This is an optimization exercise on Yosys and OpenROAD, whose aim is small area and a short achievable clock period, not a production implementation. In this exercise RTL edits were held to simulation tests only and were not proved equivalent to the original. Power is estimated from default activity; no workload was simulated.

## run a
## systolic_array_8x8
module systolic_array_8x8 #(
    parameter N = 8,
    parameter DATA_WIDTH = 8,
    parameter ACC_WIDTH = 32
) (
    input  wire clk,
    input  wire rst,
    input  wire [N*DATA_WIDTH-1:0] a_in_top,
    input  wire [N*DATA_WIDTH-1:0] b_in_left,
    output wire [N*N*ACC_WIDTH-1:0] c_out_matrix
);
    wire [7:0] a_d [0:N-1][0:N-1];
    wire [7:0] b_d [0:N-1][0:N-1];
    reg  [7:0] a_reg [0:N-2][0:N-1];
    reg  [7:0] b_reg [0:N-1][0:N-2];
    genvar i, j;
    generate
        for (i = 0; i < N; i = i + 1) begin : g_row
            for (j = 0; j < N; j = j + 1) begin : g_col
                if (i == 0) begin : g_atop
                    assign a_d[i][j] = a_in_top[j*8 +: 8];
                end else begin : g_ain
                    assign a_d[i][j] = a_reg[i-1][j];
                end
                if (j == 0) begin : g_bleft
                    assign b_d[i][j] = b_in_left[i*8 +: 8];
                end else begin : g_bin
                    assign b_d[i][j] = b_reg[i][j-1];
                end
                if (i < N-1) begin : g_areg
                    always @(posedge clk)
                        a_reg[i][j] <= rst ? 8'd0 : a_d[i][j];
                end
                if (j < N-1) begin : g_breg
                    always @(posedge clk)
                        b_reg[i][j] <= rst ? 8'd0 : b_d[i][j];
                end
                pe u_pe (.clk(clk), .rst(rst), .a_in(a_d[i][j]), .b_in(b_d[i][j]),
                         .p_sum_out(c_out_matrix[(i*N + j)*ACC_WIDTH +: ACC_WIDTH]));
            end
        end
    endgenerate
endmodule
Size: roughly 23000 cells after synthesis, ~230000 µm² of cells after synthesis.
clock: 7.0 ns
lec_check: 0
cap_margin: 20
core_margin: 2
core_utilization: 66
slew_margin: 20
standard.sh (not shown) runs the stock make flow with config.mk's settings and CLKGATE_MAP_FILE= SYNTH_SCRIPT=/design/flow/synth_recipe.tcl, a recipe that flattens the netlist after the stock synthesis.
==> flow/flow/run.sh <==
#!/bin/bash
# Own layout flow:
#  1. the standard synthesis, unchanged;
#  2. flow/polfix.py re-chooses which full-adder cells work on complemented
#     signals (a full adder is self-dual), and simple gates (and2 or nand2, ...) use the complement cell, removing most of the inverters that
#     synthesis leaves between adder cells; registers are not touched;
#  3. the standard ORFS layout from floorplan to finish, with sky130 buf_1
#     cells as the port buffers.
# Each step's full output goes to its own log file in this folder.
set -euo pipefail
R=orfs/results/sky130hd/systolic_array_8x8/base
bash standard.sh synth > synth.log 2>&1
cp "$R/1_2_yosys.v" "$R/1_2_yosys_std.v"
python3 flow/polfix.py "$R/1_2_yosys_std.v" "$R/1_2_yosys.v" > polfix.log 2>&1
rm -f "$R/1_synth.odb" "$R/1_synth.sdc"
export BUFFER_PORTS_ARGS="-buffer_cell sky130_fd_sc_hd__buf_1"
bash standard.sh finish > layout.log 2>&1
Other scripts of this flow, unchanged in this note and not shown: flow/flow/polfix.py
Run a got as far as 3_2_place_iop, where a tool error ended the run.
diff inputs: run a => run b
Settings: an added SETUP_SLACK_MARGIN of 2.5.
## What came out
Comparing run a against run b, there is no change at all in number of cell rows. As far as overall die width goes, run b and run a are indistinguishable; the numbers are identical. Comparing run b against run a, there is no change at all in area after synthesis. Comparing run b against run a, there is no change at all in starting density of the core. Changes observed in run b relative to run a: height of the chip has remained practically unchanged, number of nets in the synthesized netlist has remained practically unchanged. Re average footprint of a synthesized cell: no difference whatsoever between run a and run b. Synthesized cell count: run b vs run a identical. FAIL run b @ 3_2_place_iop: tool exited with error.

---

Another version of the RTL of systolic_array_8x8 (not shown whole).
For scale: about 21000 cells after synthesis, ~2200 I/O pins, roughly 0.22 sq mm of cells after synthesis.
==> flow/config.mk <==
export PLATFORM = sky130hd
export DESIGN_NAME = systolic_array_8x8
export DESIGN_NICKNAME = systolic_array_8x8
export VERILOG_FILES = /design/flow/design.v
export SDC_FILE = /design/flow/constraint.sdc
export NUM_CORES = 4
export LEC_CHECK = 0
export CAP_MARGIN = 20
export CORE_MARGIN = 2
export CORE_UTILIZATION = 60
export SETUP_SLACK_MARGIN = 2.7
export SLEW_MARGIN = 20
==> flow/constraint.sdc <==
create_clock -name core_clock -period 7.0 [get_ports {clk}]
set_input_delay 1.4000 -clock core_clock [delete_from_list [all_inputs] [get_ports {clk}]]
set_output_delay 1.4000 -clock core_clock [all_outputs]
set_load 0.01 [all_outputs]
Scripts as last shown in full above: flow/flow/run.sh
Other scripts of this flow, unchanged in this note and not shown: flow/flow/polfix.py
The baseline completed without violations.
Rerun with:
- SETUP_SLACK_MARGIN: 2.7 -> 2.4
Effect: The changed run passed the timing, design-rule and antenna checks. Power goes down by 6.4%. Utilization drops by 3.3 points. Non-clock buffer count goes down by 594. Global-route usage decreases by 0.56 points. Worst hold slack gains 0.016 ns. Wire length shrinks by 2.1%. Cell count decreases by 2.0%.

re-timing with driven ports:
The flow's constraints put no driver on any port. The routed layouts listed below were extracted and timed again, unchanged, in two steps. Step 1: set_driving_cell puts a clkbuf_16 on clk and a buf_2 on each other input, an assumption about the parent block. Step 2 also shifts input and output timing later by t, the mid clock arrival at the registers, as if the neighbouring blocks saw the same clock. Three values: ideal, step 1, step 2; two values: the first two.
| run | t, ns | setup slack, ns | worst setup path after step 2 | clock arrival spread, ns |
|---|---|---|---|---|
| the first run of note 2 | 1.083 | 2.540 / 2.536 / 1.463 | input to register | 0.079 / 0.078 |
| the second run of note 2 | 1.087 | 2.466 / 2.343 / 1.444 | input to register | 0.070 / 0.070 |
After both steps every run listed still meets setup and hold. For the first run of note 2, which loses most, drivers alone change the setup slack by -0.004 ns; drivers and shift together by -1.077 ns.
